This is an optimization exercise on Yosys and OpenROAD, whose aim is small area and a short achievable clock period, not a production implementation.
Where RTL was checked, it was by simulation tests only, not by an equivalence proof against the original.
The RTL of run 3 was laid out without a check of its function.

## flow/design.v (module list and top-level ports; edited modules follow where they fit)
// module mac: 816 lines
// module fa: 4 lines
// module ha: 4 lines
// module ha1: 4 lines
// module pg: 4 lines
// module sx: 3 lines
// module bsel: 3 lines
// module bseln: 3 lines
// module booth_enc: 15 lines
// module outadd: 152 lines
// module MatMul4x4_FP16: 42 lines
module MatMul4x4_FP16 (
    input clk,
    input rst,
    input [255:0] A,
    input [255:0] B,
    output [511:0] C
);
  // ...
==> flow/flow/run.sh <==
#!/bin/bash
# Own layout flow: the standard ORFS flow (standard.sh), with the port
# buffers that buffer_ports inserts made plain sky130 buffers (buf_1, which
# repair_design/repair_timing may then upsize) instead of the default
# clkdlybuf4s50_1 delay cells. Everything else is the standard flow.
set -euo pipefail
cd "$(dirname "$0")/.."
export BUFFER_PORTS_ARGS="-buffer_cell sky130_fd_sc_hd__buf_1"
if [[ -f flow/extra.env ]]; then
  set -a; source flow/extra.env; set +a
fi
bash standard.sh finish > flow_standard.log 2>&1
==> flow/standard.sh <==
#!/bin/bash
# synth_recipe.tcl (not shown) runs the flow's synth.tcl, then flattens the netlist and writes it again
# the make line also repeats each setting of config.mk as NAME=value (left out here)
make -C /OpenROAD-flow-scripts/flow DESIGN_CONFIG=/design/flow/config.mk WORK_HOME=/design/flow/orfs CLKGATE_MAP_FILE= SYNTH_SCRIPT=/design/flow/synth_recipe.tcl "${@:-finish}"
==> flow/config.mk <==
export PLATFORM = sky130hd
export DESIGN_NAME = MatMul4x4_FP16
export DESIGN_NICKNAME = MatMul4x4_FP16
export VERILOG_FILES = /design/flow/design.v
export SDC_FILE = /design/flow/constraint.sdc
export NUM_CORES = 4
export LEC_CHECK = 0
export CAP_MARGIN = 20
export CORE_MARGIN = 2
export CORE_UTILIZATION = 50
export SETUP_SLACK_MARGIN = 2.8
export SLEW_MARGIN = 20
export SYNTH_HIERARCHICAL = 1
export SYNTH_MINIMUM_KEEP_SIZE = 0
==> flow/constraint.sdc <==
create_clock -name core_clock -period 8.0 [get_ports {clk}]
set_input_delay 1.6000 -clock core_clock [delete_from_list [all_inputs] [get_ports {clk}]]
set_output_delay 1.6000 -clock core_clock [all_outputs]
set_load 0.01 [all_outputs]
==> results.yml, run 1 <==
global_routing:
  grt_first_pass_wirelength_um: 700000
  grtUsageMet2_pct: 45.2
  use_met3_pct: 7.90
  grt_max_degree: 156
  grtUsageTotal_pct: 29.8
sta:
  slew_viol_final: 0
  fin_ws_ns: 2.82
  relSlewSlack_pct: 21.5
  hold_ws_ns: 0.472
clock_network:
  clkLatencyLatePin_ns: 0.85
  cts_tree: "yes"
  cts_resized: 125
worst_setup_path:
  required_ns: 8.70
  rrSetupSlack_ns: 4.88
  cp-startpoint: "B[223]"
  path_max_fanout: 12
  r2r_cells: 5
  crit_buf_inv: 2
floorplanning:
  die_h_um: 555
  fp-row-count: 202
cells_and_area:
  fin_nets: 16200
  diodes: 17
  multi_input_area_um2: 112000
  buffer_area_share_pct: 4.01
synth:
  avgSynthCellArea_um2: 11.4
  synth_cells: 13300
outcome:
  outcome: "timing/DRC/antenna clean"
placed_design:
  place_congestion: 0.927
  dp.cells: 16300
min_path:
  hold_path_depth: 1
==> run 2: changes to the inputs <==
==> flow/flow/run.sh (replaced) <==
#!/bin/bash
# Own layout flow: the standard ORFS flow (standard.sh), with
#  - the port buffers that buffer_ports inserts made plain sky130 buffers
#    (buf_1, which repair_design/repair_timing may then upsize) instead of the
#    default clkdlybuf4s50_1 delay cells;
#  - the input port buffers made buf_4 before repair_design
#    (flow/upsize_inputs.tcl, run as ORFS's PRE_RESIZE_TCL hook);
#  - any extra ORFS make variables listed in flow/extra.vars (one NAME=VALUE
#    per line) passed on the make command line.
# Everything else is the standard flow. make's output goes to flow_standard.log.
set -euo pipefail
cd "$(dirname "$0")/.."
export BUFFER_PORTS_ARGS="-buffer_cell sky130_fd_sc_hd__buf_1"
export PRE_RESIZE_TCL="$PWD/flow/upsize_inputs.tcl"
extra=""
if [[ -f flow/extra.vars ]]; then
  while read -r line; do
    [[ -z "$line" || "$line" == \#* ]] && continue
    extra+=" $line"
  done < flow/extra.vars
fi
sed "s|CLKGATE_MAP_FILE= |CLKGATE_MAP_FILE= ${extra} |" standard.sh > standard_extra.sh
cmp -s standard.sh standard_extra.sh && [[ -n "$extra" ]] && { echo "extra make variables not applied" >&2; exit 1; }
bash standard_extra.sh finish > flow_standard.log 2>&1
==> flow/flow/extra.vars (new file) <==
'DONT_USE_CELLS=sky130_fd_sc_hd__probe_p_8 sky130_fd_sc_hd__probec_p_8 sky130_fd_sc_hd__lpflow_bleeder_1 sky130_fd_sc_hd__lpflow_clkbufkapwr_1 sky130_fd_sc_hd__lpflow_clkbufkapwr_16 sky130_fd_sc_hd__lpflow_clkbufkapwr_2 sky130_fd_sc_hd__lpflow_clkbufkapwr_4 sky130_fd_sc_hd__lpflow_clkbufkapwr_8 sky130_fd_sc_hd__lpflow_clkinvkapwr_1 sky130_fd_sc_hd__lpflow_clkinvkapwr_16 sky130_fd_sc_hd__lpflow_clkinvkapwr_2 sky130_fd_sc_hd__lpflow_clkinvkapwr_4 sky130_fd_sc_hd__lpflow_clkinvkapwr_8 sky130_fd_sc_hd__lpflow_decapkapwr_12 sky130_fd_sc_hd__lpflow_decapkapwr_3 sky130_fd_sc_hd__lpflow_decapkapwr_4 sky130_fd_sc_hd__lpflow_decapkapwr_6 sky130_fd_sc_hd__lpflow_decapkapwr_8 sky130_fd_sc_hd__lpflow_inputiso0n_1 sky130_fd_sc_hd__lpflow_inputiso0p_1 sky130_fd_sc_hd__lpflow_inputiso1n_1 sky130_fd_sc_hd__lpflow_inputiso1p_1 sky130_fd_sc_hd__lpflow_inputisolatch_1 sky130_fd_sc_hd__lpflow_isobufsrc_1 sky130_fd_sc_hd__lpflow_isobufsrc_16 sky130_fd_sc_hd__lpflow_isobufsrc_2 sky130_fd_sc_hd__lpflow_isobufsrc_4 sky130_fd_sc_hd__lpflow_isobufsrc_8 sky130_fd_sc_hd__lpflow_isobufsrckapwr_16 sky130_fd_sc_hd__lpflow_lsbuf_lh_hl_isowell_tap_1 sky130_fd_sc_hd__lpflow_lsbuf_lh_hl_isowell_tap_2 sky130_fd_sc_hd__lpflow_lsbuf_lh_hl_isowell_tap_4 sky130_fd_sc_hd__lpflow_lsbuf_lh_isowell_4 sky130_fd_sc_hd__lpflow_lsbuf_lh_isowell_tap_1 sky130_fd_sc_hd__lpflow_lsbuf_lh_isowell_tap_2 sky130_fd_sc_hd__lpflow_lsbuf_lh_isowell_tap_4 sky130_fd_sc_hd__clkdlybuf4s15_1 sky130_fd_sc_hd__clkdlybuf4s15_2 sky130_fd_sc_hd__clkdlybuf4s18_1 sky130_fd_sc_hd__clkdlybuf4s18_2 sky130_fd_sc_hd__clkdlybuf4s25_1 sky130_fd_sc_hd__clkdlybuf4s25_2 sky130_fd_sc_hd__clkdlybuf4s50_1 sky130_fd_sc_hd__clkdlybuf4s50_2 sky130_fd_sc_hd__dlygate4sd1_1 sky130_fd_sc_hd__dlygate4sd2_1 sky130_fd_sc_hd__dlygate4sd3_1 sky130_fd_sc_hd__dlymetal6s2s_1 sky130_fd_sc_hd__dlymetal6s4s_1 sky130_fd_sc_hd__dlymetal6s6s_1 '
==> flow/flow/upsize_inputs.tcl (new file) <==
# Before repair_design: make each weak input port buffer (buf_1/_2, clkbuf_1/_2
# or a delay buffer) a buf_4, since these buffers drive wide fanouts.
set n 0
foreach inst [[ord::get_db_block] getInsts] {
  set name [$inst getName]
  set m [[$inst getMaster] getName]
  if {[string match "input*" $name] && [regexp {^sky130_fd_sc_hd__(buf_[12]|clkbuf_[12]|clkdlybuf\w+)$} $m]} {
    replace_cell $name sky130_fd_sc_hd__buf_4
    incr n
  }
}
puts "upsize_inputs: $n input buffers made buf_4"
==> run 2 against run 1 <==
Net effect:
- cell count hardly changed
- global-route usage fell by 0.22 points
- flip-flop and latch count unchanged
- die area stayed put
- first-iteration DRC count fell by 5.5%
- core utilization fell by 0.27 points
- routed wire length shrank 0.26%
- largest cell class unchanged
==> results.yml, run 2 <==
global_routing:
  grt_max_degree: 142
  antenna_found_initial: 33
  met1_usage_pct: 40.4
  grtUsageTotal_pct: 29.6
  grt_overflow: 0
  grt_first_pass_wirelength_um: 693000
  grt_pass1_vias: 109000
  grt_most_used_layer: "met2"
  grtUsageMet2_pct: 44.7
  use_met3_pct: 8.11
placed_design:
  pre_cts_slack_ns: 1.90
  place_congestion: 0.939
  dpl.hpwl_um: 346000
  dp.cells: 16300
  io_buffers: 641
  place_area_um2: 146000
floorplanning:
  start_util_pct: 50.2
  die_h_um: 555
  fp-row-count: 202
  die_width_um: 555
  num_io_pins: 1026
  die_area_um2: 308000
  coreArea_um2: 303000
cells_and_area:
  most-common-layout-cells: "2,336 x fa_1, 2,064 x xnor2_1, 1,632 x a22oi_1"
  drive_gt1_share_pct: 10.2
  largest_reg_flops: 512
  largest-register: "Sr"
  final_common_cell: "fa_1"
  fin_nets: 16200
  design_area_um2: 152000
  reg_top3: "Sr (512), Kr (432), Kc (16)"
  syn_to_final_growth_pct: 0.163
  postLayoutCoreUtil_pct: 50.3
  finalNonFillerCells: 16500
routing:
  first_pass_iters: 9
  vias: 101000
  wl_per_cell_um: 27.5
  vias_per_cell: 6.09
  detail_route.iter0.violations: 9170
  drc: 0
  ant_nets: 0
  drt_wl_total_um: 455000
worst_setup_path:
  r2r_cells: 5
  path_cells: "clkbuf_4, nand2_1, o22ai_2, a22oi_1, xnor2_1, fa_1, fa_1, fa_1, fa_1"
  crit_family: "adder cells"
  path_max_fanout: 42
  worstSetupEndpointType: "flip-flop"
  r2r_start: "Kr[8][16]$_DFF_PP0_"
  start_kind: "primary input"
  slowest_stage: "o22ai_2"
  crit_buf_inv: 1
  critPathMaxStageDelay_ns: 0.84
  path_class: "in2reg"
  required_ns: 8.73
  rrSetupSlack_ns: 4.89
  regToRegEndpoint: "Kr[8][16]$_DFF_PP0_"
  crit_top_cell: "fa_1"
  cp.arrival_ns: 5.87
clock_network:
  htreeDepth: 4
  hold_buffers: 0
  cts_buffers: 142
  clock-sinks: 960
  clock_path_buffers: 4
  cts.clk_slew.worst_paths_ns: 0.06
  clock-root-buffer: "clkbuf_16"
  cts_tree: "yes"
  clkLatencyLatePin_ns: 0.86
min_path:
  hold_path.class: "reg2reg"
  hold_path_depth: 1
  min-delay-start: "Sr[12][31]$_DFF_PP0_"
  min_to: "Kr[12][31]$_DFF_PP0_"
sta:
  fin_crit_sh_pct: 64.4
  rsz0062_at_grt: "yes"
  setup_violations: 0
  timing.fmax_mhz: 194
  relSlewSlack_pct: 18.2
  hold_ws_ns: 0.471
  fin_crit_ns: 5.15
  setup_tns_ns: 0
  slew_viol_final: 0
  skew_ns: 0.0451
  tightest_slew_ns: 1.22
  finalHoldViolCount: 0
  fin_ws_ns: 2.85
outcome:
  outcome: "timing/DRC/antenna clean"
synth:
  avgSynthCellArea_um2: 11.4
  synthesis.area_um2: 152000
  yosysWarnings: 13
  synth_cells: 13300
job:
  cap_violations: 0
run 2: layout make-up:
type                            count  area, µm²
Fill cell                       26700     150000
Multi-Input combinational cell  10100     113000
Sequential cell                   960      24000
Timing Repair Buffer             1088       5280
Tap cell                         3978       4980
Clock buffer                      189       4020
Clock inverter                     55        673
Inverter                          161        608
Antenna cell                       14       35.0
run 2: worst max-delay path by stage:
stage,start,endpoint,slack (ns),cells past startpoint
floorplan,rst,Kc[0]$_DFF_PP0_,-6.82,1
global placement,B[204],Kr[4][17]$_DFF_PP0_,1.66,10
detailed placement,B[241],Kr[15][17]$_DFF_PP0_,1.90,9
CTS,Kr[8][5]$_DFF_PP0_,C[286],2.64,10
global route,Kr[10][18]$_DFF_PP0_,C[350],2.72,9
finish,B[241],Kr[3][15]$_DFF_PP0_,2.85,9
run 2: per-layer routing:
metal,vias to the layer above,wire [µm]
met4,20,19800
met5,-,150
met3,883,48200
met2,4908,202000
met1,52500,184000
li1,42500,-
run 2: timing repair:
action / CTS / global route
setup endpoints to repair: 97 / 168
gates resized for setup: 119 / 154
pin swaps: 34 / 51
setup buffers: 7 / 5
hold endpoints to repair: 0 / 0
==> module outadd, before the edit <==
module outadd (input [26:0] x, input [26:0] y, input ci, output [26:0] s);
  wire [26:0] p, g;
  pg u_pg0 (.x(x[0]), .y(y[0]), .p(p[0]), .g(g[0]));
  pg u_pg1 (.x(x[1]), .y(y[1]), .p(p[1]), .g(g[1]));
  pg u_pg2 (.x(x[2]), .y(y[2]), .p(p[2]), .g(g[2]));
  pg u_pg3 (.x(x[3]), .y(y[3]), .p(p[3]), .g(g[3]));
  pg u_pg4 (.x(x[4]), .y(y[4]), .p(p[4]), .g(g[4]));
  pg u_pg5 (.x(x[5]), .y(y[5]), .p(p[5]), .g(g[5]));
  pg u_pg6 (.x(x[6]), .y(y[6]), .p(p[6]), .g(g[6]));
  pg u_pg7 (.x(x[7]), .y(y[7]), .p(p[7]), .g(g[7]));
  pg u_pg8 (.x(x[8]), .y(y[8]), .p(p[8]), .g(g[8]));
  pg u_pg9 (.x(x[9]), .y(y[9]), .p(p[9]), .g(g[9]));
  pg u_pg10 (.x(x[10]), .y(y[10]), .p(p[10]), .g(g[10]));
  pg u_pg11 (.x(x[11]), .y(y[11]), .p(p[11]), .g(g[11]));
  pg u_pg12 (.x(x[12]), .y(y[12]), .p(p[12]), .g(g[12]));
  pg u_pg13 (.x(x[13]), .y(y[13]), .p(p[13]), .g(g[13]));
  pg u_pg14 (.x(x[14]), .y(y[14]), .p(p[14]), .g(g[14]));
  pg u_pg15 (.x(x[15]), .y(y[15]), .p(p[15]), .g(g[15]));
  pg u_pg16 (.x(x[16]), .y(y[16]), .p(p[16]), .g(g[16]));
  pg u_pg17 (.x(x[17]), .y(y[17]), .p(p[17]), .g(g[17]));
  pg u_pg18 (.x(x[18]), .y(y[18]), .p(p[18]), .g(g[18]));
  pg u_pg19 (.x(x[19]), .y(y[19]), .p(p[19]), .g(g[19]));
  pg u_pg20 (.x(x[20]), .y(y[20]), .p(p[20]), .g(g[20]));
  pg u_pg21 (.x(x[21]), .y(y[21]), .p(p[21]), .g(g[21]));
  pg u_pg22 (.x(x[22]), .y(y[22]), .p(p[22]), .g(g[22]));
  pg u_pg23 (.x(x[23]), .y(y[23]), .p(p[23]), .g(g[23]));
  pg u_pg24 (.x(x[24]), .y(y[24]), .p(p[24]), .g(g[24]));
  pg u_pg25 (.x(x[25]), .y(y[25]), .p(p[25]), .g(g[25]));
  pg u_pg26 (.x(x[26]), .y(y[26]), .p(p[26]), .g(g[26]));
  wire g0c = g[0] | (p[0] & ci);
  wire G1 = g[1] | (p[1] & g0c);
  wire G2 = g[3] | (p[3] & g[2]);
  wire P2 = p[3] & p[2];
  wire G3 = g[5] | (p[5] & g[4]);
  wire P3 = p[5] & p[4];
  wire G4 = g[7] | (p[7] & g[6]);
  wire P4 = p[7] & p[6];
  wire G5 = g[9] | (p[9] & g[8]);
  wire P5 = p[9] & p[8];
  wire G6 = g[11] | (p[11] & g[10]);
  wire P6 = p[11] & p[10];
  wire G7 = g[13] | (p[13] & g[12]);
  wire P7 = p[13] & p[12];
  wire G8 = g[15] | (p[15] & g[14]);
  wire P8 = p[15] & p[14];
  wire G9 = g[17] | (p[17] & g[16]);
  wire P9 = p[17] & p[16];
  wire G10 = g[19] | (p[19] & g[18]);
  wire P10 = p[19] & p[18];
  wire G11 = g[21] | (p[21] & g[20]);
  wire P11 = p[21] & p[20];
  wire G12 = g[23] | (p[23] & g[22]);
  wire P12 = p[23] & p[22];
  wire G13 = g[25] | (p[25] & g[24]);
  wire P13 = p[25] & p[24];
  wire G14 = g[2] | (p[2] & G1);
  wire G15 = G2 | (P2 & G1);
  wire G16 = g[6] | (p[6] & G3);
  wire P16 = p[6] & P3;
  wire G17 = G4 | (P4 & G3);
  wire P17 = P4 & P3;
  wire G18 = g[10] | (p[10] & G5);
  wire P18 = p[10] & P5;
  wire G19 = G6 | (P6 & G5);
  wire P19 = P6 & P5;
  wire G20 = g[14] | (p[14] & G7);
  wire P20 = p[14] & P7;
  wire G21 = G8 | (P8 & G7);
  wire P21 = P8 & P7;
  wire G22 = g[18] | (p[18] & G9);
  wire P22 = p[18] & P9;
  wire G23 = G10 | (P10 & G9);
  wire P23 = P10 & P9;
  wire G24 = g[22] | (p[22] & G11);
  wire P24 = p[22] & P11;
  wire G25 = G12 | (P12 & G11);
  wire P25 = P12 & P11;
  wire G26 = g[26] | (p[26] & G13);
  wire P26 = p[26] & P13;
  wire G27 = g[4] | (p[4] & G15);
  wire G28 = G3 | (P3 & G15);
  wire G29 = G16 | (P16 & G15);
  wire G30 = G17 | (P17 & G15);
  wire G31 = g[12] | (p[12] & G19);
  wire P31 = p[12] & P19;
  wire G32 = G7 | (P7 & G19);
  wire P32 = P7 & P19;
  wire G33 = G20 | (P20 & G19);
  wire P33 = P20 & P19;
  wire G34 = G21 | (P21 & G19);
  wire P34 = P21 & P19;
  wire G35 = g[20] | (p[20] & G23);
  wire P35 = p[20] & P23;
  wire G36 = G11 | (P11 & G23);
  wire P36 = P11 & P23;
  wire G37 = G24 | (P24 & G23);
  wire P37 = P24 & P23;
  wire G38 = G25 | (P25 & G23);
  wire P38 = P25 & P23;
  wire G39 = g[8] | (p[8] & G30);
  wire G40 = G5 | (P5 & G30);
  wire G41 = G18 | (P18 & G30);
  wire G42 = G19 | (P19 & G30);
  wire G43 = G31 | (P31 & G30);
  wire G44 = G32 | (P32 & G30);
  wire G45 = G33 | (P33 & G30);
  wire G46 = G34 | (P34 & G30);
  wire G47 = g[24] | (p[24] & G38);
  wire P47 = p[24] & P38;
  wire G48 = G13 | (P13 & G38);
  wire P48 = P13 & P38;
  wire G49 = G26 | (P26 & G38);
  wire P49 = P26 & P38;
  wire G50 = g[16] | (p[16] & G46);
  wire G51 = G9 | (P9 & G46);
  wire G52 = G22 | (P22 & G46);
  wire G53 = G23 | (P23 & G46);
  wire G54 = G35 | (P35 & G46);
  wire G55 = G36 | (P36 & G46);
  wire G56 = G37 | (P37 & G46);
  wire G57 = G38 | (P38 & G46);
  wire G58 = G47 | (P47 & G46);
  wire G59 = G48 | (P48 & G46);
  wire G60 = G49 | (P49 & G46);
  sx u_sx0 (.p(p[0]), .c(ci), .s(s[0]));
  sx u_sx1 (.p(p[1]), .c(g0c), .s(s[1]));
  sx u_sx2 (.p(p[2]), .c(G1), .s(s[2]));
  sx u_sx3 (.p(p[3]), .c(G14), .s(s[3]));
  sx u_sx4 (.p(p[4]), .c(G15), .s(s[4]));
  sx u_sx5 (.p(p[5]), .c(G27), .s(s[5]));
  sx u_sx6 (.p(p[6]), .c(G28), .s(s[6]));
  sx u_sx7 (.p(p[7]), .c(G29), .s(s[7]));
  sx u_sx8 (.p(p[8]), .c(G30), .s(s[8]));
  sx u_sx9 (.p(p[9]), .c(G39), .s(s[9]));
  sx u_sx10 (.p(p[10]), .c(G40), .s(s[10]));
  sx u_sx11 (.p(p[11]), .c(G41), .s(s[11]));
  sx u_sx12 (.p(p[12]), .c(G42), .s(s[12]));
  sx u_sx13 (.p(p[13]), .c(G43), .s(s[13]));
  sx u_sx14 (.p(p[14]), .c(G44), .s(s[14]));
  sx u_sx15 (.p(p[15]), .c(G45), .s(s[15]));
  sx u_sx16 (.p(p[16]), .c(G46), .s(s[16]));
  sx u_sx17 (.p(p[17]), .c(G50), .s(s[17]));
  sx u_sx18 (.p(p[18]), .c(G51), .s(s[18]));
  sx u_sx19 (.p(p[19]), .c(G52), .s(s[19]));
  sx u_sx20 (.p(p[20]), .c(G53), .s(s[20]));
  sx u_sx21 (.p(p[21]), .c(G54), .s(s[21]));
  sx u_sx22 (.p(p[22]), .c(G55), .s(s[22]));
  sx u_sx23 (.p(p[23]), .c(G56), .s(s[23]));
  sx u_sx24 (.p(p[24]), .c(G57), .s(s[24]));
  sx u_sx25 (.p(p[25]), .c(G58), .s(s[25]));
  sx u_sx26 (.p(p[26]), .c(G59), .s(s[26]));
endmodule
==> run 3: changes to the inputs <==
--- a/flow/design.v
+++ b/flow/design.v
@@ -886,123 +886,211 @@
   wire g0c = g[0] | (p[0] & ci);
-  wire G1 = g[1] | (p[1] & g0c);
-  wire G2 = g[3] | (p[3] & g[2]);
-  wire P2 = p[3] & p[2];
-  wire G3 = g[5] | (p[5] & g[4]);
-  wire P3 = p[5] & p[4];
-  wire G4 = g[7] | (p[7] & g[6]);
-  wire P4 = p[7] & p[6];
-  wire G5 = g[9] | (p[9] & g[8]);
-  wire P5 = p[9] & p[8];
-  wire G6 = g[11] | (p[11] & g[10]);
-  wire P6 = p[11] & p[10];
-  wire G7 = g[13] | (p[13] & g[12]);
-  wire P7 = p[13] & p[12];
-  wire G8 = g[15] | (p[15] & g[14]);
-  wire P8 = p[15] & p[14];
-  wire G9 = g[17] | (p[17] & g[16]);
-  wire P9 = p[17] & p[16];
-  wire G10 = g[19] | (p[19] & g[18]);
-  wire P10 = p[19] & p[18];
-  wire G11 = g[21] | (p[21] & g[20]);
-  wire P11 = p[21] & p[20];
-  wire G12 = g[23] | (p[23] & g[22]);
-  wire P12 = p[23] & p[22];
-  wire G13 = g[25] | (p[25] & g[24]);
-  wire P13 = p[25] & p[24];
-  wire G14 = g[2] | (p[2] & G1);
-  wire G15 = G2 | (P2 & G1);
-  wire G16 = g[6] | (p[6] & G3);
-  wire P16 = p[6] & P3;
-  wire G17 = G4 | (P4 & G3);
-  wire P17 = P4 & P3;
-  wire G18 = g[10] | (p[10] & G5);
-  wire P18 = p[10] & P5;
-  wire G19 = G6 | (P6 & G5);
-  wire P19 = P6 & P5;
-  wire G20 = g[14] | (p[14] & G7);
-  wire P20 = p[14] & P7;
-  wire G21 = G8 | (P8 & G7);
-  wire P21 = P8 & P7;
-  wire G22 = g[18] | (p[18] & G9);
-  wire P22 = p[18] & P9;
-  wire G23 = G10 | (P10 & G9);
-  wire P23 = P10 & P9;
-  wire G24 = g[22] | (p[22] & G11);
-  wire P24 = p[22] & P11;
-  wire G25 = G12 | (P12 & G11);
-  wire P25 = P12 & P11;
-  wire G26 = g[26] | (p[26] & G13);
-  wire P26 = p[26] & P13;
-  wire G27 = g[4] | (p[4] & G15);
-  wire G28 = G3 | (P3 & G15);
-  wire G29 = G16 | (P16 & G15);
-  wire G30 = G17 | (P17 & G15);
-  wire G31 = g[12] | (p[12] & G19);
-  wire P31 = p[12] & P19;
-  wire G32 = G7 | (P7 & G19);
-  wire P32 = P7 & P19;
-  wire G33 = G20 | (P20 & G19);
-  wire P33 = P20 & P19;
-  wire G34 = G21 | (P21 & G19);
-  wire P34 = P21 & P19;
-  wire G35 = g[20] | (p[20] & G23);
-  wire P35 = p[20] & P23;
-  wire G36 = G11 | (P11 & G23);
-  wire P36 = P11 & P23;
-  wire G37 = G24 | (P24 & G23);
-  wire P37 = P24 & P23;
-  wire G38 = G25 | (P25 & G23);
-  wire P38 = P25 & P23;
-  wire G39 = g[8] | (p[8] & G30);
-  wire G40 = G5 | (P5 & G30);
-  wire G41 = G18 | (P18 & G30);
-  wire G42 = G19 | (P19 & G30);
-  wire G43 = G31 | (P31 & G30);
-  wire G44 = G32 | (P32 & G30);
-  wire G45 = G33 | (P33 & G30);
-  wire G46 = G34 | (P34 & G30);
-  wire G47 = g[24] | (p[24] & G38);
-  wire P47 = p[24] & P38;
-  wire G48 = G13 | (P13 & G38);
-  wire P48 = P13 & P38;
-  wire G49 = G26 | (P26 & G38);
-  wire P49 = P26 & P38;
-  wire G50 = g[16] | (p[16] & G46);
-  wire G51 = G9 | (P9 & G46);
-  wire G52 = G22 | (P22 & G46);
-  wire G53 = G23 | (P23 & G46);
-  wire G54 = G35 | (P35 & G46);
-  wire G55 = G36 | (P36 & G46);
-  wire G56 = G37 | (P37 & G46);
-  wire G57 = G38 | (P38 & G46);
-  wire G58 = G47 | (P47 & G46);
-  wire G59 = G48 | (P48 & G46);
-  wire G60 = G49 | (P49 & G46);
+  wire G1 = g[26] | (p[26] & g[25]);
+  wire P1 = p[26] & p[25];
+  wire G2 = g[25] | (p[25] & g[24]);
+  wire P2 = p[25] & p[24];
+  wire G3 = g[24] | (p[24] & g[23]);
+  wire P3 = p[24] & p[23];
+  wire G4 = g[23] | (p[23] & g[22]);
+  wire P4 = p[23] & p[22];
+  wire G5 = g[22] | (p[22] & g[21]);
+  wire P5 = p[22] & p[21];
+  wire G6 = g[21] | (p[21] & g[20]);
+  wire P6 = p[21] & p[20];
+  wire G7 = g[20] | (p[20] & g[19]);
+  wire P7 = p[20] & p[19];
+  wire G8 = g[19] | (p[19] & g[18]);
+  wire P8 = p[19] & p[18];
+  wire G9 = g[18] | (p[18] & g[17]);
+  wire P9 = p[18] & p[17];
+  wire G10 = g[17] | (p[17] & g[16]);
+  wire P10 = p[17] & p[16];
+  wire G11 = g[16] | (p[16] & g[15]);
+  wire P11 = p[16] & p[15];
+  wire G12 = g[15] | (p[15] & g[14]);
+  wire P12 = p[15] & p[14];
+  wire G13 = g[14] | (p[14] & g[13]);
+  wire P13 = p[14] & p[13];
+  wire G14 = g[13] | (p[13] & g[12]);
+  wire P14 = p[13] & p[12];
+  wire G15 = g[12] | (p[12] & g[11]);
+  wire P15 = p[12] & p[11];
+  wire G16 = g[11] | (p[11] & g[10]);
+  wire P16 = p[11] & p[10];
+  wire G17 = g[10] | (p[10] & g[9]);
+  wire P17 = p[10] & p[9];
+  wire G18 = g[9] | (p[9] & g[8]);
+  wire P18 = p[9] & p[8];
+  wire G19 = g[8] | (p[8] & g[7]);
+  wire P19 = p[8] & p[7];
+  wire G20 = g[7] | (p[7] & g[6]);
+  wire P20 = p[7] & p[6];
+  wire G21 = g[6] | (p[6] & g[5]);
+  wire P21 = p[6] & p[5];
+  wire G22 = g[5] | (p[5] & g[4]);
+  wire P22 = p[5] & p[4];
+  wire G23 = g[4] | (p[4] & g[3]);
+  wire P23 = p[4] & p[3];
+  wire G24 = g[3] | (p[3] & g[2]);
+  wire P24 = p[3] & p[2];
+  wire G25 = g[2] | (p[2] & g[1]);
+  wire P25 = p[2] & p[1];
+  wire G26 = g[1] | (p[1] & g0c);
+  wire G27 = G1 | (P1 & G3);
+  wire P27 = P1 & P3;
+  wire G28 = G2 | (P2 & G4);
+  wire P28 = P2 & P4;
+  wire G29 = G3 | (P3 & G5);
+  wire P29 = P3 & P5;
+  wire G30 = G4 | (P4 & G6);
+  wire P30 = P4 & P6;
+  wire G31 = G5 | (P5 & G7);
+  wire P31 = P5 & P7;
+  wire G32 = G6 | (P6 & G8);
+  wire P32 = P6 & P8;
+  wire G33 = G7 | (P7 & G9);
+  wire P33 = P7 & P9;
+  wire G34 = G8 | (P8 & G10);
+  wire P34 = P8 & P10;
+  wire G35 = G9 | (P9 & G11);
+  wire P35 = P9 & P11;
+  wire G36 = G10 | (P10 & G12);
+  wire P36 = P10 & P12;
+  wire G37 = G11 | (P11 & G13);
+  wire P37 = P11 & P13;
+  wire G38 = G12 | (P12 & G14);
+  wire P38 = P12 & P14;
+  wire G39 = G13 | (P13 & G15);
+  wire P39 = P13 & P15;
+  wire G40 = G14 | (P14 & G16);
+  wire P40 = P14 & P16;
+  wire G41 = G15 | (P15 & G17);
+  wire P41 = P15 & P17;
+  wire G42 = G16 | (P16 & G18);
+  wire P42 = P16 & P18;
+  wire G43 = G17 | (P17 & G19);
+  wire P43 = P17 & P19;
+  wire G44 = G18 | (P18 & G20);
+  wire P44 = P18 & P20;
+  wire G45 = G19 | (P19 & G21);
+  wire P45 = P19 & P21;
+  wire G46 = G20 | (P20 & G22);
+  wire P46 = P20 & P22;
+  wire G47 = G21 | (P21 & G23);
+  wire P47 = P21 & P23;
+  wire G48 = G22 | (P22 & G24);
+  wire P48 = P22 & P24;
+  wire G49 = G23 | (P23 & G25);
+  wire P49 = P23 & P25;
+  wire G50 = G24 | (P24 & G26);
+  wire G51 = G25 | (P25 & g0c);
+  wire G52 = G27 | (P27 & G31);
+  wire P52 = P27 & P31;
+  wire G53 = G28 | (P28 & G32);
+  wire P53 = P28 & P32;
+  wire G54 = G29 | (P29 & G33);
+  wire P54 = P29 & P33;
+  wire G55 = G30 | (P30 & G34);
+  wire P55 = P30 & P34;
+  wire G56 = G31 | (P31 & G35);
+  wire P56 = P31 & P35;
+  wire G57 = G32 | (P32 & G36);
+  wire P57 = P32 & P36;
+  wire G58 = G33 | (P33 & G37);
+  wire P58 = P33 & P37;
+  wire G59 = G34 | (P34 & G38);
+  wire P59 = P34 & P38;
+  wire G60 = G35 | (P35 & G39);
+  wire P60 = P35 & P39;
+  wire G61 = G36 | (P36 & G40);
+  wire P61 = P36 & P40;
+  wire G62 = G37 | (P37 & G41);
+  wire P62 = P37 & P41;
+  wire G63 = G38 | (P38 & G42);
+  wire P63 = P38 & P42;
+  wire G64 = G39 | (P39 & G43);
+  wire P64 = P39 & P43;
+  wire G65 = G40 | (P40 & G44);
+  wire P65 = P40 & P44;
+  wire G66 = G41 | (P41 & G45);
+  wire P66 = P41 & P45;
+  wire G67 = G42 | (P42 & G46);
+  wire P67 = P42 & P46;
+  wire G68 = G43 | (P43 & G47);
+  wire P68 = P43 & P47;
+  wire G69 = G44 | (P44 & G48);
+  wire P69 = P44 & P48;
+  wire G70 = G45 | (P45 & G49);
+  wire P70 = P45 & P49;
+  wire G71 = G46 | (P46 & G50);
+  wire G72 = G47 | (P47 & G51);
+  wire G73 = G48 | (P48 & G26);
+  wire G74 = G49 | (P49 & g0c);
+  wire G75 = G52 | (P52 & G60);
+  wire P75 = P52 & P60;
+  wire G76 = G53 | (P53 & G61);
+  wire P76 = P53 & P61;
+  wire G77 = G54 | (P54 & G62);
+  wire P77 = P54 & P62;
+  wire G78 = G55 | (P55 & G63);
+  wire P78 = P55 & P63;
+  wire G79 = G56 | (P56 & G64);
+  wire P79 = P56 & P64;
+  wire G80 = G57 | (P57 & G65);
+  wire P80 = P57 & P65;
+  wire G81 = G58 | (P58 & G66);
+  wire P81 = P58 & P66;
+  wire G82 = G59 | (P59 & G67);
+  wire P82 = P59 & P67;
+  wire G83 = G60 | (P60 & G68);
+  wire P83 = P60 & P68;
+  wire G84 = G61 | (P61 & G69);
+  wire P84 = P61 & P69;
+  wire G85 = G62 | (P62 & G70);
+  wire P85 = P62 & P70;
+  wire G86 = G63 | (P63 & G71);
+  wire G87 = G64 | (P64 & G72);
+  wire G88 = G65 | (P65 & G73);
+  wire G89 = G66 | (P66 & G74);
+  wire G90 = G67 | (P67 & G50);
+  wire G91 = G68 | (P68 & G51);
+  wire G92 = G69 | (P69 & G26);
+  wire G93 = G70 | (P70 & g0c);
+  wire G94 = G75 | (P75 & G91);
+  wire G95 = G76 | (P76 & G92);
+  wire G96 = G77 | (P77 & G93);
+  wire G97 = G78 | (P78 & G71);
+  wire G98 = G79 | (P79 & G72);
+  wire G99 = G80 | (P80 & G73);
+  wire G100 = G81 | (P81 & G74);
+  wire G101 = G82 | (P82 & G50);
+  wire G102 = G83 | (P83 & G51);
+  wire G103 = G84 | (P84 & G26);
+  wire G104 = G85 | (P85 & g0c);
   sx u_sx0 (.p(p[0]), .c(ci), .s(s[0]));
   sx u_sx1 (.p(p[1]), .c(g0c), .s(s[1]));
-  sx u_sx2 (.p(p[2]), .c(G1), .s(s[2]));
-  sx u_sx3 (.p(p[3]), .c(G14), .s(s[3]));
-  sx u_sx4 (.p(p[4]), .c(G15), .s(s[4]));
-  sx u_sx5 (.p(p[5]), .c(G27), .s(s[5]));
-  sx u_sx6 (.p(p[6]), .c(G28), .s(s[6]));
-  sx u_sx7 (.p(p[7]), .c(G29), .s(s[7]));
-  sx u_sx8 (.p(p[8]), .c(G30), .s(s[8]));
-  sx u_sx9 (.p(p[9]), .c(G39), .s(s[9]));
-  sx u_sx10 (.p(p[10]), .c(G40), .s(s[10]));
-  sx u_sx11 (.p(p[11]), .c(G41), .s(s[11]));
-  sx u_sx12 (.p(p[12]), .c(G42), .s(s[12]));
-  sx u_sx13 (.p(p[13]), .c(G43), .s(s[13]));
-  sx u_sx14 (.p(p[14]), .c(G44), .s(s[14]));
-  sx u_sx15 (.p(p[15]), .c(G45), .s(s[15]));
-  sx u_sx16 (.p(p[16]), .c(G46), .s(s[16]));
-  sx u_sx17 (.p(p[17]), .c(G50), .s(s[17]));
-  sx u_sx18 (.p(p[18]), .c(G51), .s(s[18]));
-  sx u_sx19 (.p(p[19]), .c(G52), .s(s[19]));
-  sx u_sx20 (.p(p[20]), .c(G53), .s(s[20]));
-  sx u_sx21 (.p(p[21]), .c(G54), .s(s[21]));
-  sx u_sx22 (.p(p[22]), .c(G55), .s(s[22]));
-  sx u_sx23 (.p(p[23]), .c(G56), .s(s[23]));
-  sx u_sx24 (.p(p[24]), .c(G57), .s(s[24]));
-  sx u_sx25 (.p(p[25]), .c(G58), .s(s[25]));
-  sx u_sx26 (.p(p[26]), .c(G59), .s(s[26]));
+  sx u_sx2 (.p(p[2]), .c(G26), .s(s[2]));
+  sx u_sx3 (.p(p[3]), .c(G51), .s(s[3]));
+  sx u_sx4 (.p(p[4]), .c(G50), .s(s[4]));
+  sx u_sx5 (.p(p[5]), .c(G74), .s(s[5]));
+  sx u_sx6 (.p(p[6]), .c(G73), .s(s[6]));
+  sx u_sx7 (.p(p[7]), .c(G72), .s(s[7]));
+  sx u_sx8 (.p(p[8]), .c(G71), .s(s[8]));
+  sx u_sx9 (.p(p[9]), .c(G93), .s(s[9]));
+  sx u_sx10 (.p(p[10]), .c(G92), .s(s[10]));
+  sx u_sx11 (.p(p[11]), .c(G91), .s(s[11]));
+  sx u_sx12 (.p(p[12]), .c(G90), .s(s[12]));
+  sx u_sx13 (.p(p[13]), .c(G89), .s(s[13]));
+  sx u_sx14 (.p(p[14]), .c(G88), .s(s[14]));
+  sx u_sx15 (.p(p[15]), .c(G87), .s(s[15]));
+  sx u_sx16 (.p(p[16]), .c(G86), .s(s[16]));
+  sx u_sx17 (.p(p[17]), .c(G104), .s(s[17]));
+  sx u_sx18 (.p(p[18]), .c(G103), .s(s[18]));
+  sx u_sx19 (.p(p[19]), .c(G102), .s(s[19]));
+  sx u_sx20 (.p(p[20]), .c(G101), .s(s[20]));
+  sx u_sx21 (.p(p[21]), .c(G100), .s(s[21]));
+  sx u_sx22 (.p(p[22]), .c(G99), .s(s[22]));
+  sx u_sx23 (.p(p[23]), .c(G98), .s(s[23]));
+  sx u_sx24 (.p(p[24]), .c(G97), .s(s[24]));
+  sx u_sx25 (.p(p[25]), .c(G96), .s(s[25]));
+  sx u_sx26 (.p(p[26]), .c(G95), .s(s[26]));
 endmodule
==> run 3 against run 2 <==
Net effect:
- still clean
- sequential share of layout area down 0.33 points
- cell count increased by 3.2%
- maximum frequency fell by 1.4%
- via count grew 4.2%
- non-clock buffer count unchanged
- area after synthesis rose by 2.3%
- first-iteration DRC count rose by 15%
- routed wire length increased by 5.7%
- core utilization about the same
- critical path type is now reg2out
- critical endpoint is now C[349]
- largest cell class unchanged
- highest routed layer unchanged
==> results.yml, run 3 <==
outcome:
  outcome: "timing/DRC/antenna clean"
cells_and_area:
  design_area_um2: 156000
  largest-register: "Sr"
  drive_gt1_share_pct: 10.7
  postLayoutCoreUtil_pct: 50.3
  reg_top3: "Sr (512), Kr (432), Kc (16)"
  fin_nets: 16600
  most-common-layout-cells: "2,336 x fa_1, 2,064 x xnor2_1, 1,632 x a22oi_1"
  syn_to_final_growth_pct: 0.0819
  fillers: 27600
  largest_reg_flops: 512
  final_common_cell: "fa_1"
  seqCellArea_um2: 24000
  finalNonFillerCells: 17100
  multi_input_area_um2: 116000
synth:
  avgSynthCellArea_um2: 11.4
  synthesis.area_um2: 155000
  yosysWarnings: 13
  synth_cells: 13700
worst_setup_path:
  critPathMaxStageDelay_ns: 0.45
  start_kind: "flip-flop"
  slowest_stage: "xor2_4"
  cp.arrival_ns: 3.62
  path_max_fanout: 5
  path_class: "reg2out"
  worstSetupEndpointType: "output pin"
  path_cells: "ha_4, a211o_1, a31oi_4, or4_4, nand2_4, a31o_4, o31a_1, xor2_4, buf_6"
  required_ns: 6.40
sta:
  fin_ws_ns: 2.78
  fin_crit_sh_pct: 65.3
  rsz0062_at_grt: "yes"
  relSlewSlack_pct: 17.3
  tightest_slew_ns: 1.24
  setup_violations: 0
  slew_viol_final: 0
  fin_crit_ns: 5.22
  timing.fmax_mhz: 192
  skew_ns: 0.0367
  finalHoldViolCount: 0
  setup_tns_ns: 0
routing:
  drt_wl_total_um: 481000
  drc: 0
  vias: 105000
  first_pass_iters: 8
  detail_route.iter0.violations: 10500
  vias_per_cell: 6.15
  ant_nets: 0
  wl_per_cell_um: 28.2
floorplanning:
  die_area_um2: 315000
  die_width_um: 561
  fp-row-count: 204
  die_h_um: 561
  coreArea_um2: 309000
  num_io_pins: 1026
  start_util_pct: 50.3
placed_design:
  place_area_um2: 149000
  place_congestion: 0.949
  pre_cts_slack_ns: 1.89
  dp.cells: 16800
  dpl.hpwl_um: 362000
  io_buffers: 641
global_routing:
  grtUsageTotal_pct: 30.6
  use_met3_pct: 8.90
  grtUsageMet2_pct: 45.3
  grt_pass1_vias: 113000
  grt_most_used_layer: "met2"
  antenna_found_initial: 30
  grt_overflow: 0
  met1_usage_pct: 41.6
  grt_max_degree: 145
  grt_first_pass_wirelength_um: 729000
clock_network:
  clock_path_buffers: 4
  cts.clk_slew.worst_paths_ns: 0.06
  clock-sinks: 960
  clkLatencyLatePin_ns: 0.84
  clock-root-buffer: "clkbuf_16"
  cts_buffers: 145
  htreeDepth: 4
  cts_tree: "yes"
  hold_buffers: 0
job:
  cap_violations: 0
min_path:
  hold_path.class: "reg2reg"
## run 3: repair_timing
item | 4_1_cts | 5_1_grt
setup endpoints to repair | 71 | 103
pin swaps | 20 | 39
buffers inserted | 8 | 26
resized for setup | 93 | 147
## run 3: path summary, 6_finish.rpt
check | from | end | slack (ns) | cells past startpoint
min reg2reg | Sr[5][31]$_DFF_PP0_ | Kr[5][31]$_DFF_PP0_ | 0.47 | 1
min in group asynchronous | rst | Kc[12]$_DFF_PP0_ | 0.98 | 2
max | Sr[10][7]$_DFF_PP0_ | C[349] | 2.78 | 9
min | Sr[5][31]$_DFF_PP0_ | Kr[5][31]$_DFF_PP0_ | 0.47 | 1
max in group asynchronous | rst | Sr[7][8]$_DFF_PP0_ | 5.26 | 4
max reg2reg | Kr[5][16]$_DFF_PP0_ | Kr[5][16]$_DFF_PP0_ | 4.87 | 5
## run 3: layout make-up
| cell class | count | share of cell area, % |
|---|---|---|
| antenna | 10 | 0.0161 |
| clock buffer | 199 | 2.66 |
| clock inverter | 52 | 0.412 |
| inverter | 145 | 0.352 |
| multi-input combinational | 10500 | 74.5 |
| sequential | 960 | 15.5 |
| tap | 4120 | 3.31 |
| timing repair buffer | 1088 | 3.27 |
## run 3: critical path, delay by kind of cell, from the launching register on
kind	cells	cell delay, ns
and+or+nand+nor	2	0.29
AOI/OAI and AO/OA	4	1.19
xor gates and xnor gates	1	0.45
adders and majority gates	1	0.26
buffers and inverters	1	0.17
DFF	1	0.41
## run 3: per-layer routing
layer,vias up,wire length [µm]
met5,-,48
met2,5340,210000
met1,54400,195000
met4,10,22800
li1,44300,-
met3,958,53200
## run 3: through the flow
step                      hold WS (ns)
after floorplan                  0.566
after global placement           0.459
after detailed placement         0.464
after CTS                        0.472
after global routing             0.492
final                            0.466

==> separate check: timing with driven ports <==
In the flow no input, the clock included, has a driving cell. The finished layouts below were timed again as built, in two steps.
Step 1 (the two cells are an assumption about what drives the block):
set clk [get_ports {clk}]
set_driving_cell -lib_cell sky130_fd_sc_hd__clkbuf_16 $clk
set_driving_cell -lib_cell sky130_fd_sc_hd__buf_2 [delete_from_list [all_inputs] $clk]
Step 2 times the ports against the registers' clock, not the clock port: input delays grow and output delays shrink by t, the midpoint of the rising clock arrivals with the driver on.
Slacks: ideal ports / drivers / drivers and shift; pairs: ideal ports / drivers.
| run | shift t [ns] | setup WS [ns] | hold slack, ns | worst data-port slew with drivers (ns) |
|---|---|---|---|---|
| run 1 | 0.948 | 2.820 / 2.736 / 1.932 | 0.472 / 0.472 / 0.472 | 0.19 |
| run 2 | 0.953 | 2.851 / 2.753 / 1.984 | 0.471 / 0.471 / 0.471 | 0.17 |
| run 3 | 0.929 | 2.778 / 2.676 / 1.909 | 0.466 / 0.466 / 0.466 | 0.13 |
After both steps every run listed still meets setup and hold. The setup slack of run 1, which loses most, moves by -0.084 ns with the drivers and by -0.888 ns with both steps.
